This is an optimization exercise on Yosys and OpenROAD, whose aim is small area and few clock cycles per item, not a production implementation.
Only simulation tests tie the RTL to the original design; equivalence was not proved.
Power and IR drop assume default switching activity.

==> flow/design.v (outline; a module is shown in full before it is edited, if it fits) <==
// module pipeline_division: 2273 lines
module pipeline_division #(
  parameter int DIVINDED_WIDTH = 32,
  parameter int DIVISOR_WIDTH  = 32
)(
  input                           clk_i,
  input                           rst_i,
  input  [DIVINDED_WIDTH - 1 : 0] divinded_i,
  input  [DIVISOR_WIDTH - 1 : 0]  divisor_i,
  input                           valid_i,
  output                          ready_o,
  output [DIVINDED_WIDTH - 1 : 0] quotient_o,
  output [DIVISOR_WIDTH - 1 : 0]  reminder_o,
  output                          valid_o,
  input                           ready_i
);
  // ...
==> flow/run.sh <==
#!/bin/bash
# synth_recipe.tcl (not shown) runs the flow's synth.tcl, then flattens the netlist and writes it again
# the make line also repeats each setting of config.mk as NAME=value (left out here)
make -C /OpenROAD-flow-scripts/flow DESIGN_CONFIG=/design/flow/config.mk WORK_HOME=/design/flow/orfs CLKGATE_MAP_FILE= SYNTH_SCRIPT=/design/flow/synth_recipe.tcl finish
==> flow/config.mk <==
export PLATFORM = sky130hd
export DESIGN_NAME = pipeline_division
export DESIGN_NICKNAME = pipeline_division
export VERILOG_FILES = /design/flow/design.v
export SDC_FILE = /design/flow/constraint.sdc
export NUM_CORES = 4
export LEC_CHECK = 0
export ABC_AREA = 1
export CAP_MARGIN = 20
export CORE_MARGIN = 2
export CORE_UTILIZATION = 45
export PLACE_DENSITY = 0.6
export SLEW_MARGIN = 20
==> flow/constraint.sdc <==
create_clock -name core_clock -period 5.0 [get_ports {clk_i}]
set_input_delay 1.0000 -clock core_clock [delete_from_list [all_inputs] [get_ports {clk_i}]]
set_output_delay 1.0000 -clock core_clock [all_outputs]
set_load 0.01 [all_outputs]
==> results.ini, run 1 <==
[power]
switching_share_pct = 42.8
power_density_nw_per_um2 = 758
largestPowerGroup = combinational cells

[placed_design]
postPlaceCellArea_um2 = 69600
dp.cells = 9371

[routing]
routedWlPerCell_um = 13.3
wl_met1_mm = 50.0
drt-total-wl_mm = 128
top_layer = met4

[status]
status = no timing/DRC/antenna violations

[synthesis]
syn-cell-area_um2 = 65300
synthArstFlopShare_pct = 1.24
synthAdderAreaFrac_pct = 0.0977
ys_seq_area_share_pct = 55.6

[layout]
seq_area_um2 = 36300
seq_cell_count = 1213

[cts]
clock-sinks = 1213
hold_buffers = 0

[grt]
grt_pass1_wl_mm = 214
antenna_found_initial = 0
use_met2_pct = 34.4

[critical_path]
crit_required_ns = 5.53
cp-endpoint = rem_5[6]
critPathKind = register to register

[timing]
slew_violations = 0
slew_headroom_pct = 47.4
skew_ns = 0.0475
rsz0062_at_grt = true

Testbench counts, summed over its fixed seeds: cycles 4,060, items 4,000.
==> run 2, diff against run 1 <==
--- a/flow/config.mk
+++ b/flow/config.mk
@@ -10,4 +10,6 @@
 export CORE_MARGIN = 2
-export CORE_UTILIZATION = 45
-export PLACE_DENSITY = 0.6
+export CORE_UTILIZATION = 65
+export CTS_BUF_LIST = sky130_fd_sc_hd__clkbuf_8
+export CTS_CLUSTER_SIZE = 20
+export PLACE_DENSITY = 0.75
 export SLEW_MARGIN = 20
==> run 2 against run 1 <==
Highest routed layer unchanged. Die area down 30%. Global-route usage up 7.3 points. Total power down 3.5%. Final cell count down 5.7%. Flip-flop and latch count unchanged. Still clean on timing, DRC and antenna. Setup slack better by 0.0021 ns. Count of clock-buffer cells in the layout up 33. Largest cell class unchanged. Sequential power about the same. Combinational power about the same. Synthesized cell count unchanged. Utilization up 21 points.
==> results.ini, run 2 <==
[synthesis]
synth_cell_types = 66  ; unchanged
yosysWarnings = 1  ; unchanged
synth_top_cell_area_share_pct = 55.1  ; unchanged
ys_seq_area_share_pct = 55.6  ; unchanged
synth_cells = 7291  ; unchanged
synthFlopType = edfxtp_1  ; unchanged
synth_edf_count = 1198  ; unchanged
ys_ff_latch = 1213  ; unchanged
synthTopCellsByArea = edfxtp_1 (55%), nand2_1 (13%), xor2_1 (5.7%)  ; unchanged
yosys.area.top_type = edfxtp_1  ; unchanged
syn-cell-area_um2 = 65300  ; unchanged
syn-num-nets = 7359  ; unchanged
synthArstFlopShare_pct = 1.24  ; unchanged
synthTopCellsByCount = nand2_1 (2253), edfxtp_1 (1198), inv_1 (957), nand3_1 (660), nor2_1 (575)  ; unchanged
yosysMostFrequentCell = nand2_1  ; unchanged
synth.avg_cell_area_um2 = 8.96  ; unchanged

[die]
dieArea_um2 = 103000  ; was 148000 um^2
die_x_um = 321  ; was 385 um
initial_utilization_pct = 65.4  ; was 45.4%
design.core.area_um2 = 99900  ; was 144000 um^2
io_pins = 134  ; unchanged
die_h_um = 321  ; was 385 um
rows = 116  ; was 139

[timing]
fin_crit_sh_pct = 90.5  ; about the same
slew_headroom_pct = 25.9  ; was 47.4%
tightestPinTransition_ns = 1.11  ; was 0.789 ns
setup_violations = 0  ; unchanged
slew_violations = 0  ; unchanged
hold_ws_ns = 0.393  ; was 0.396 ns
skew_ns = 0.0362  ; was 0.0475 ns
hold_viol_final = 0  ; unchanged
max_freq_mhz = 221  ; about the same
period_minus_slack_ns = 4.52  ; was 4.53 ns
rsz0062_at_grt = false  ; was true

[critical_path]
critPathKind = register to register  ; unchanged
crit_required_ns = 5.63  ; was 5.53 ns
start_kind = register  ; unchanged
crit_fanout = 11  ; unchanged
worstSetupEndpointType = register  ; unchanged
crit_arrival_ns = 5.15  ; was 5.06 ns

[status]
status = no timing/DRC/antenna violations  ; unchanged

[cts]
cts_setup_buffers = 0  ; unchanged
cts.clk_slew.worst_paths_ns = 0.06  ; about the same
cts_resized = 0  ; unchanged
clkLatencyLatePin_ns = 0.88  ; was 0.78 ns
cts_tree = built  ; unchanged
hold_buffers = 0  ; unchanged
clock-root-buffer = clkbuf_8  ; was clkbuf_16
htree_levels = 4  ; unchanged
clockBufferDepth = 3  ; unchanged
clock-sinks = 1213  ; unchanged
cts_buffers = 193  ; was 140

[grt]
grt_pass1_wl_mm = 209  ; was 214 mm
grt_pass1_vias = 46300  ; about the same
grt_usage_pct = 24.9  ; was 17.5%
grt_max_degree = 178  ; was 133
antenna_found_initial = 1  ; was 0
gr-total-overflow = 0  ; unchanged

[routing]
first_pass_iters = 6  ; was 8
num_vias = 48300  ; was 47600
dr.first_iter.drc_count = 2601  ; was 2276
via_per_inst = 5.32  ; was 4.94
drc_errors = 0  ; unchanged
drt-total-wl_mm = 126  ; was 128 mm
routedWlPerCell_um = 13.9  ; was 13.3 um
drtAntennaViolNets = 0  ; unchanged

[power]
finalPower_mw = 54.3  ; was 56.2 mW
power_density_nw_per_um2 = 751  ; was 758 nW/um^2
worst_ir_drop_vdd_mv = 0.691  ; was 0.389 mV
p_leak_nw = 32.8  ; was 33.1 nW

[layout]
final_common_cell = nand2_1  ; unchanged
layout-drive-gt1-share_pct = 7.19  ; was 7.15%
multiInputGateArea_um2 = 24700  ; about the same
final_cell_mix = nand2_1 (2252), edfxtp_1 (1198), inv_1 (1020), nand3_1 (660), nor2_1 (574)  ; was nand2_1 (2252), edfxtp_1 (1198), inv_1 (956), nand3_1 (660), nor2_1 (574)
final_area_um2 = 72300  ; was 74200 um^2
final_net_count = 7690  ; was 7678
nFillCells = 7244  ; was 12900
post-route-util_pct = 72.4  ; was 51.6%
seq_area_um2 = 36300  ; unchanged
area_growth_pct = 10.6  ; was 13.6%

[placed_design]
gp_congestion = 0.895  ; was 0.892
dp_hpwl_mm = 94.6  ; was 97.6 mm
port_buffers = 133  ; unchanged
postPlaceCellArea_um2 = 68500  ; was 69600 um^2

[worst_hold_path]
hp-class = register to register  ; unchanged

[flow_run]
cap_violations = 0  ; unchanged

==> run 2: worst paths after layout <==
path,start,end,slack [ns],depth (start not counted)
min reg2reg,sh_12[3],sh_13[5],0.39,0
max in group asynchronous,rst_i,vld[4],4.09,2
min,sh_12[3],sh_13[5],0.39,0
max reg2reg,dv_4[0],rem_5[6],0.48,27
min in group asynchronous,rst_i,vld[2],0.53,2
max,dv_4[0],rem_5[6],0.48,27
==> run 2: cells by family after synthesis <==
group           count (synthesis)  share of synthesized area [%]
buf+inv                      1064                           6.58
flops                        1213                           55.6
simple gates                 3947                           26.1
mux                            11                          0.190
xor+xnor                      486                           6.57
fa+ha+maj                       6                         0.0977
compound gates                564                           4.85
==> run 2: worst max-delay path, stage by stage (launching register included) <==
cell      delay [ns]
edfxtp_1        0.49
nand2_2         0.13
nand2_1         0.08
a21oi_2         0.16
a21oi_1         0.12
maj3_2          0.35
nand2_1         0.07
nand2_1         0.09
nand2_1         0.09
nand2_2         0.07
nand2_1         0.06
nand2_1         0.11
o21ai_1         0.24
nand2_1         0.11
nor2_2          0.30
nand2_1         0.08
nand2_1         0.13
nand2_1         0.08
nand3_1         0.11
nand2_1         0.12
nand3_1         0.09
nand2_1         0.14
nand2_1         0.09
nand2_1         0.10
nand3_1         0.09
nand3_1         0.35
o21ai_0         0.32
nand2_1         0.07
==> run 2: routing by layer <==
layer,track usage (%),wire [um]
met5,0,0
met4,14.2,6780
met3,3.96,4280
met2,47.7,67700
met1,25.3,47700
==> run 2: where the power goes <==
part	leakage (nW)	total (mW)	switching [mW]	internal, mW
clock network	2.15	8.18	3.90	4.28
logic	18.3	25.4	16.8	8.62
registers	12.4	20.7	3.07	17.6
total	32.8	54.3	23.8	30.5
==> run 2: cell type report <==
type	count	area share, %
clock buffers	199	3.79
well taps	1298	2.25
repair buffers	207	2.84
multi-input cells	5014	34.2
inverters	993	5.18
diodes	1	0.00346
flip-flops and latches	1213	50.3
clock inverters	154	1.44
==> run 2: through the flow <==
stage | setup WS, ns | instances | TNS, ns
floorplan | -0.0186 | 7291 | -0.0186
global placement | -0.162 | 8725 | -0.512
detailed placement | -0.181 | 8725 | -0.556
CTS | 0.340 | 9078 | 0
global route | 0.0145 | 9079 | 0
finish | 0.475 | 9079 | 0
==> run 3, diff against run 2 <==
--- a/flow/config.mk
+++ b/flow/config.mk
@@ -11,4 +11,4 @@
 export CORE_UTILIZATION = 65
-export CTS_BUF_LIST = sky130_fd_sc_hd__clkbuf_8
-export CTS_CLUSTER_SIZE = 20
+export CTS_BUF_LIST = sky130_fd_sc_hd__clkbuf_4
+export CTS_CLUSTER_SIZE = 16
 export PLACE_DENSITY = 0.75
==> run 3 against run 2 <==
First-iteration DRC count rose by 10%. Combinational power barely moved. Hold slack got worse by 0.23 ns. Critical path type unchanged. Sequential share of layout area fell by 0.11 points. Via count rose by 1.3%. Clock skew rose by 0.064 ns. Critical endpoint is now rem_9[13]. Total power rose by 0.21%. Maximum frequency fell by 2.3%. Sequential power barely moved. Die area did not move. Design area rose by 0.22%. Still clean. Highest routed layer unchanged. Global-route usage rose by 0.19 points.
==> results.ini, run 3 <==
[status]
status = no timing/DRC/antenna violations  ; unchanged

[die]
design.core.area_um2 = 99900  ; unchanged
io_pins = 134  ; unchanged
dieArea_um2 = 103000  ; unchanged
die_h_um = 321  ; unchanged
rows = 116  ; unchanged
initial_utilization_pct = 65.4  ; unchanged
die_x_um = 321  ; unchanged

[routing]
dr.first_iter.drc_count = 2865  ; was 2601
via_per_inst = 5.27  ; was 5.32
first_pass_iters = 6  ; unchanged
routedWlPerCell_um = 13.8  ; was 13.9 um
drt-total-wl_mm = 128  ; was 126 mm
drc_errors = 0  ; unchanged
num_vias = 48900  ; was 48300
drtAntennaViolNets = 0  ; unchanged

[critical_path]
crit_top_cell = nand2_1  ; unchanged
crit_fanout = 19  ; was 11
slowest_delay_ns = 0.46  ; was 0.49 ns
critPathKind = register to register  ; unchanged
slowest_stage = edfxtp_1  ; unchanged
r2r_slack_ns = 0.37  ; was 0.48 ns
start_kind = register  ; unchanged
crit_arrival_ns = 5.49  ; was 5.15 ns
worstSetupEndpointType = register  ; unchanged
crit_required_ns = 5.86  ; was 5.63 ns

[cts]
cts_buffers = 322  ; was 193
cts.clk_slew.worst_paths_ns = 0.06  ; about the same
htree_levels = 5  ; was 4
clock-sinks = 1213  ; unchanged
clkLatencyLatePin_ns = 1.19  ; was 0.88 ns
cts_tree = built  ; unchanged
clockBufferDepth = 4  ; was 3
clock-root-buffer = clkbuf_4  ; was clkbuf_8

[layout]
final_common_cell = nand2_1  ; unchanged
area_growth_pct = 10.9  ; was 10.6%
final_cell_mix = nand2_1 (2252), edfxtp_1 (1198), inv_1 (956), nand3_1 (660), nor2_1 (574)  ; was nand2_1 (2252), edfxtp_1 (1198), inv_1 (1020), nand3_1 (660), nor2_1 (574)
final_net_count = 7819  ; was 7690
nFillCells = 7326  ; was 7244
layout-drive-gt1-share_pct = 9.80  ; was 7.19%
fin_cells = 9281  ; was 9079

[synthesis]
synthFlopType = edfxtp_1  ; unchanged
synth_cells = 7291  ; unchanged
synth_top_cell_area_share_pct = 55.1  ; unchanged
ys_ff_latch = 1213  ; unchanged
synthArstFlopShare_pct = 1.24  ; unchanged
synthTopCellsByCount = nand2_1 (2253), edfxtp_1 (1198), inv_1 (957), nand3_1 (660), nor2_1 (575)  ; unchanged
synthTopCellsByArea = edfxtp_1 (55%), nand2_1 (13%), xor2_1 (5.7%)  ; unchanged
synth_edf_count = 1198  ; unchanged
ys_seq_area_share_pct = 55.6  ; unchanged
synth_cell_types = 66  ; unchanged
yosys.area.top_type = edfxtp_1  ; unchanged
syn-cell-area_um2 = 65300  ; unchanged
synth.avg_cell_area_um2 = 8.96  ; unchanged
yosysMostFrequentCell = nand2_1  ; unchanged
syn-num-nets = 7359  ; unchanged
yosysWarnings = 1  ; unchanged

[timing]
max_freq_mhz = 216  ; was 221 MHz
setup_violations = 0  ; unchanged
tightestPinTransition_ns = 1.07  ; was 1.11 ns
fin_crit_sh_pct = 92.7  ; was 90.5%
skew_ns = 0.100  ; was 0.0362 ns
rsz0062_at_grt = true  ; was false
period_minus_slack_ns = 4.63  ; was 4.52 ns
slew_headroom_pct = 28.6  ; was 25.9%
fin_ws_ns = 0.367  ; was 0.475 ns
slew_violations = 0  ; unchanged
hold_viol_final = 0  ; unchanged

[power]
switching_power_mw = 23.8  ; about the same
power_density_nw_per_um2 = 751  ; about the same
p_seq_share_pct = 38.0  ; was 38.1%
p_leak_nw = 33.0  ; was 32.8 nW
switching_share_pct = 43.7  ; was 43.8%
p_comb_share_pct = 46.8  ; was 46.9%
worst_ir_drop_vdd_mv = 0.682  ; was 0.691 mV
finalPower_mw = 54.4  ; was 54.3 mW
clock_power_share_pct = 15.3  ; was 15.1%
p_int_mw = 30.6  ; was 30.5 mW

[placed_design]
dp.cells = 8725  ; unchanged
pre_cts_ws_ns = -0.181  ; unchanged
gp_congestion = 0.895  ; unchanged
dp_hpwl_mm = 94.6  ; unchanged
port_buffers = 133  ; unchanged

[flow_run]
cap_violations = 0  ; unchanged

[worst_hold_path]
hp-class = input pin to async pin  ; was register to register

[grt]
use_met2_pct = 47.9  ; was 47.7%
grt-busiest-layer = met2  ; unchanged
grt_pass1_vias = 47300  ; was 46300
gr-total-overflow = 0  ; unchanged
grt_max_degree = 178  ; unchanged
grt_pass1_wl_mm = 211  ; was 209 mm
grt_util_met1_pct = 25.1  ; was 25.3%
grt_usage_pct = 25.0  ; was 24.9%
antenna_found_initial = 2  ; was 1
grt_use_met3_pct = 3.65  ; was 3.96%

==> run 3: cell count changes in the layout (fill, tap and decap cells not counted), moves of 3 or more <==
cell,before,now
inv_12,5,1
inv_8,3,0
diode_2,1,5
clkinv_1,44,83
clkinvlp_4,6,2
clkinv_2,21,11
inv_1,1020,956
clkbuf_8,199,0
inv_16,4,0
inv_2,31,36
clkbuf_4,0,446
bufinv_16,10,6
==> run 3: path summary, 6_finish.rpt <==
kind,cells after the start,endpoint,from
worst min-delay path,2,vld[6],rst_i
worst max register to register,29,rem_9[13],dv_8[3]
min in group core_clock,1,sh_0[31],divinded_i[27]
worst min register to register,0,sh_1[31],sh_0[29]
max in group asynchronous,2,vld[11],rst_i
worst max-delay path,29,rem_9[13],dv_8[3]
==> run 3: layout make-up <==
| cell class | count | area, um^2 | share of cell area [%] |
|---|---|---|---|
| clock buffers | 446 | 3350 | 4.62 |
| diodes | 5 | 12.5 | 0.0173 |
| well taps | 1298 | 1620 | 2.24 |
| clock inverters | 105 | 583 | 0.805 |
| inverters | 993 | 3740 | 5.17 |
| repair buffers | 207 | 2050 | 2.83 |
| multi-input cells | 5014 | 24700 | 34.1 |
| flip-flops and latches | 1213 | 36300 | 50.2 |
==> run 3: worst max-delay path: cells and delay by family, from the launching register on <==
| kind | cells | cell delay, ns |
|---|---|---|
| simple gates | 18 | 1.92 |
| buf+inv | 4 | 0.52 |
| compound gates | 7 | 1.38 |
| flops | 1 | 0.46 |
==> run 3: stage by stage <==
stage	setup TNS (ns)	instance area [um^2]	utilization (%)	hold WS [ns]
floorplan	-0.0186	65400	-	0.400
global placement	-0.512	68500	68.6	0.400
detailed placement	-0.556	68500	68.6	0.405
CTS	0	72400	72.5	0.0557
global route	-0.00581	72400	72.5	0.150
finish	0	72400	72.5	0.162
==> run 3: power by group through the flow <==
| stage | registers (mW) | logic [mW] | clock network (mW) |
|---|---|---|---|
| 2_1_floorplan | 20.0 | 20.3 | 0 |
| 4_1_cts | 20.7 | 25.4 | 8.55 |
| 3_5_place_dp | 20.8 | 25.3 | 0 |
| 6_report | 20.6 | 25.4 | 8.29 |
| 3_3_place_gp | 20.6 | 24.4 | 0 |
| 5_1_grt | 21.2 | 29.2 | 9.01 |
==> run 3: what timing repair did <==
| action | in CTS | in global routing |
|---|---|---|
| resized for setup | 0 | 5 |
| buffers inserted | 0 | 0 |
| setup endpoints to repair | 0 | 14 |
| hold buffers | 0 | 0 |
==> run 3: logic make-up after synthesis <==
kind of cell,Yosys count,share of synthesized area (%)
xor+xnor,486,6.57
fa+ha+maj,6,0.0977
buf+inv,1064,6.58
simple gates,3947,26.1
compound gates,564,4.85
flops,1213,55.6
mux,11,0.190
==> run 3: metal layers <==
| layer | part of all wire [%] | up-vias | wire length [um] |
|---|---|---|---|
| met1 | 37 | 22300 | 47600 |
| li1 | - | 25300 | - |
| met2 | 54 | 960 | 68500 |
| met3 | 3.2 | 353 | 4100 |
| met4 | 5.8 | 0 | 7350 |
| met5 | 0 | - | 0 |
==> run 4, diff against run 3 <==
--- a/flow/config.mk
+++ b/flow/config.mk
@@ -11,3 +11,4 @@
 export CORE_UTILIZATION = 65
-export CTS_BUF_LIST = sky130_fd_sc_hd__clkbuf_4
+export CTS_BUF_LIST = sky130_fd_sc_hd__clkbuf_8
+export CTS_CLUSTER_DIAMETER = 80
 export CTS_CLUSTER_SIZE = 16
==> run 4 against run 3 <==
Still clean on timing, DRC and antenna. Maximum frequency grew 2.2%. Area after synthesis is the same. Combinational power is essentially flat. Utilization shrank 2.4 points. Count of clock-buffer cells in the layout shrank 358. Critical path depth shrank 5. Design area shrank 3.3%. Routed wire length shrank 3.1%. Non-clock buffer count is the same. Via count shrank 3.2%. First-iteration DRC count shrank 5.3%. Largest cell class unchanged. Highest routed layer unchanged.
==> results.ini, run 4 <==
[cts]
cts_buffers = 88  ; was 322
clockBufferDepth = 3  ; was 4
cts_setup_buffers = 0  ; unchanged
clkLatencyLatePin_ns = 0.82  ; was 1.19 ns
clock-sinks = 1213  ; unchanged
clock-root-buffer = clkbuf_8  ; was clkbuf_4
cts_tree = built  ; unchanged
cts.clk_slew.worst_paths_ns = 0.09  ; was 0.06 ns
htree_levels = 3  ; was 5

[die]
rows = 116  ; unchanged
die_x_um = 321  ; unchanged
dieArea_um2 = 103000  ; unchanged
design.core.area_um2 = 99900  ; unchanged
io_pins = 134  ; unchanged
die_h_um = 321  ; unchanged
initial_utilization_pct = 65.4  ; unchanged

[timing]
hold_viol_final = 0  ; unchanged
tightestPinTransition_ns = 1.02  ; was 1.07 ns
fin_crit_sh_pct = 90.7  ; was 92.7%
setup_violations = 0  ; unchanged
slew_headroom_pct = 32.2  ; was 28.6%
max_freq_mhz = 220  ; was 216 MHz
slew_violations = 0  ; unchanged
rsz0062_at_grt = false  ; was true
period_minus_slack_ns = 4.54  ; was 4.63 ns
skew_ns = 0.0579  ; was 0.100 ns

[power]
clock_power_share_pct = 9.6  ; was 15.3%
p_seq_share_pct = 40.5  ; was 38.0%
switching_share_pct = 45.1  ; was 43.7%
finalPower_mw = 50.8  ; was 54.4 mW
p_int_mw = 27.9  ; was 30.6 mW
p_comb_share_pct = 49.9  ; was 46.8%
power_density_nw_per_um2 = 726  ; was 751 nW/um^2
p_leak_nw = 31.5  ; was 33.0 nW
switching_power_mw = 22.9  ; was 23.8 mW
worst_ir_drop_vdd_mv = 0.662  ; was 0.682 mV

[synthesis]
synthArstFlopShare_pct = 1.24  ; unchanged
yosys.area.top_type = edfxtp_1  ; unchanged
synth_cell_types = 66  ; unchanged
synthTopCellsByCount = nand2_1 (2253), edfxtp_1 (1198), inv_1 (957), nand3_1 (660), nor2_1 (575)  ; unchanged
synthTopCellsByArea = edfxtp_1 (55%), nand2_1 (13%), xor2_1 (5.7%)  ; unchanged
synth_top_cell_area_share_pct = 55.1  ; unchanged
synth_cells = 7291  ; unchanged
ys_seq_area_share_pct = 55.6  ; unchanged
yosysMostFrequentCell = nand2_1  ; unchanged
ys_ff_latch = 1213  ; unchanged
synth.avg_cell_area_um2 = 8.96  ; unchanged
synthFlopType = edfxtp_1  ; unchanged
yosysWarnings = 1  ; unchanged
synth_edf_count = 1198  ; unchanged
syn-cell-area_um2 = 65300  ; unchanged
syn-num-nets = 7359  ; unchanged

[routing]
via_per_inst = 5.35  ; was 5.27
drt-total-wl_mm = 124  ; was 128 mm
num_vias = 47300  ; was 48900
first_pass_iters = 5  ; was 6
drtAntennaViolNets = 0  ; unchanged
routedWlPerCell_um = 14.0  ; was 13.8 um
drc_errors = 0  ; unchanged
dr.first_iter.drc_count = 2712  ; was 2865

[critical_path]
worstSetupEndpointType = register  ; unchanged
crit_fanout = 13  ; was 19
crit_arrival_ns = 5.07  ; was 5.49 ns
crit_required_ns = 5.54  ; was 5.86 ns
critPathKind = register to register  ; unchanged
start_kind = register  ; unchanged

[grt]
antenna_found_initial = 1  ; was 2
grt_usage_pct = 24.2  ; was 25.0%
grt_pass1_vias = 44900  ; was 47300
grt_pass1_wl_mm = 205  ; was 211 mm
gr-total-overflow = 0  ; unchanged
grt_max_degree = 178  ; unchanged

[layout]
layout-drive-gt1-share_pct = 5.49  ; was 9.80%
final_common_cell = nand2_1  ; unchanged
area_growth_pct = 7.17  ; was 10.9%
post-route-util_pct = 70.1  ; was 72.5%
final_cell_mix = nand2_1 (2252), edfxtp_1 (1198), inv_1 (977), nand3_1 (660), nor2_1 (574)  ; was nand2_1 (2252), edfxtp_1 (1198), inv_1 (956), nand3_1 (660), nor2_1 (574)
final_net_count = 7585  ; was 7819

[worst_hold_path]
hp-class = register to register  ; was input pin to async pin

[flow_run]
cap_violations = 0  ; unchanged

[placed_design]
gp_congestion = 0.895  ; unchanged
dp_hpwl_mm = 94.6  ; unchanged
port_buffers = 133  ; unchanged

[status]
status = no timing/DRC/antenna violations  ; unchanged

[run 4: stage by stage]
step / std cells / setup slack [ns] / hold WS, ns / setup TNS, ns / instance area (um^2)
6_report: 8853 / 0.465 / 0.390 / 0 / 70000
4_1_cts: 8852 / 0.335 / 0.391 / 0 / 70000
2_1_floorplan: 7291 / -0.0186 / 0.400 / -0.0186 / 65400
5_1_grt: 8853 / 0.0426 / 0.408 / 0 / 70000
3_5_place_dp: 8725 / -0.181 / 0.405 / -0.556 / 68500
3_3_place_gp: 8725 / -0.162 / 0.400 / -0.512 / 68500
[run 4: cell families after synthesis]
logic type,after synthesis,share of synthesized area [%]
buffers and inverters,1064,6.58
AO/OA/AOI/OAI,564,4.85
adder cells (fa/ha/maj),6,0.0977
flip-flops,1213,55.6
multiplexers,11,0.190
AND/OR/NAND/NOR,3947,26.1
XOR/XNOR,486,6.57
[run 4: metal layers]
| metal | vias up | routed length (um) | global-route usage (%) |
|---|---|---|---|
| li1 | 24500 | - | - |
| met1 | 21700 | 46900 | 25.2 |
| met2 | 822 | 65700 | 46.6 |
| met3 | 313 | 3600 | 2.84 |
| met4 | 0 | 7400 | 13.7 |
| met5 | - | 0 | 0 |
[run 4: layout make-up]
type / count / area [um^2]
Timing Repair Buffer: 207 / 2050
Inverter: 993 / 3740
Tap cell: 1298 / 1620
Clock inverter: 39 / 307
Sequential cell: 1213 / 36300
Multi-Input combinational cell: 5014 / 24700
Antenna cell: 1 / 2.50
Clock buffer: 88 / 1210
Fill cell: 7481 / 29800
[run 4: power groups by stage]
stage	Combinational (mW)	Sequential, mW	Clock [mW]
finish	25.4	20.6	4.89
global route	29.2	21.2	5.37
CTS	25.3	20.6	5.08
detailed placement	25.3	20.8	0
global placement	24.4	20.6	0
floorplan	20.3	20.0	0
[run 4: critical path, cell delays in order, from the launching register on]
cell,delay [ns]
edfxtp_1,0.50
nand2_1,0.17
nand2_1,0.08
a21oi_1,0.20
a21oi_1,0.13
maj3_2,0.35
a21oi_2,0.26
o21ai_2,0.12
nand3_1,0.08
nand2_1,0.13
a21boi_2,0.21
buf_4,0.23
nand4_1,0.15
nand2_1,0.12
nand2_1,0.07
nand2_1,0.06
inv_1,0.03
nand2_1,0.11
nand3_1,0.14
nand2_1,0.16
nand2_1,0.06
nand3_1,0.20
clkinv_1,0.38
nand4_1,0.18
nand2_1,0.10
[run 4: path summary, 6_finish.rpt]
kind | from | end | slack (ns) | cells past startpoint
worst max-delay path | dv_3[0] | rem_4[7] | 0.46 | 24
worst min-delay path | sh_3[5] | sh_4[7] | 0.39 | 0
worst max register to register | dv_3[0] | rem_4[7] | 0.46 | 24
worst min register to register | sh_3[5] | sh_4[7] | 0.39 | 0
max in group asynchronous | rst_i | vld[12] | 4.05 | 2
min in group asynchronous | rst_i | vld[2] | 0.56 | 2
[run 4: repair_timing]
| item | in CTS | in global routing |
|---|---|---|
| gates resized for setup | 0 | 8 |
| hold buffers | 0 | 0 |
| setup endpoints to repair | 0 | 22 |

[re-timing with driven ports]
How much do the figures lean on ideal ports? The routed layouts below were timed once more, with nothing changed but the port constraints. Step 1, drivers: a clkbuf_16 drives clk_i and a buf_2 each remaining input, both assumed. Step 2, shift: input delay + t, output delay - t, t = (earliest + latest rising clock arrival at the registers) / 2. This alone moves slack from input paths to output paths. a / b / c = no drivers / after step 1 / after step 2; a / b = the first two.
| run | t, ns | setup slack, ns | worst register clock-pin slew, ns |
|---|---|---|---|
| run 1 | 0.835 | 0.473 / 0.473 / 0.132 | 0.06 / 0.06 |
| run 2 | 0.940 | 0.475 / 0.475 / -0.187 | 0.07 / 0.07 |
| run 3 | 1.203 | 0.367 / 0.367 / -0.067 | 0.08 / 0.08 |
| run 4 | 0.862 | 0.465 / 0.465 / -0.171 | 0.11 / 0.11 |
Met with ideal ports but missed after step 2: setup timing in run 2, run 3 and run 4. For run 2, which loses most, drivers alone change the setup slack by 0.000 ns; drivers and shift together by -0.662 ns.
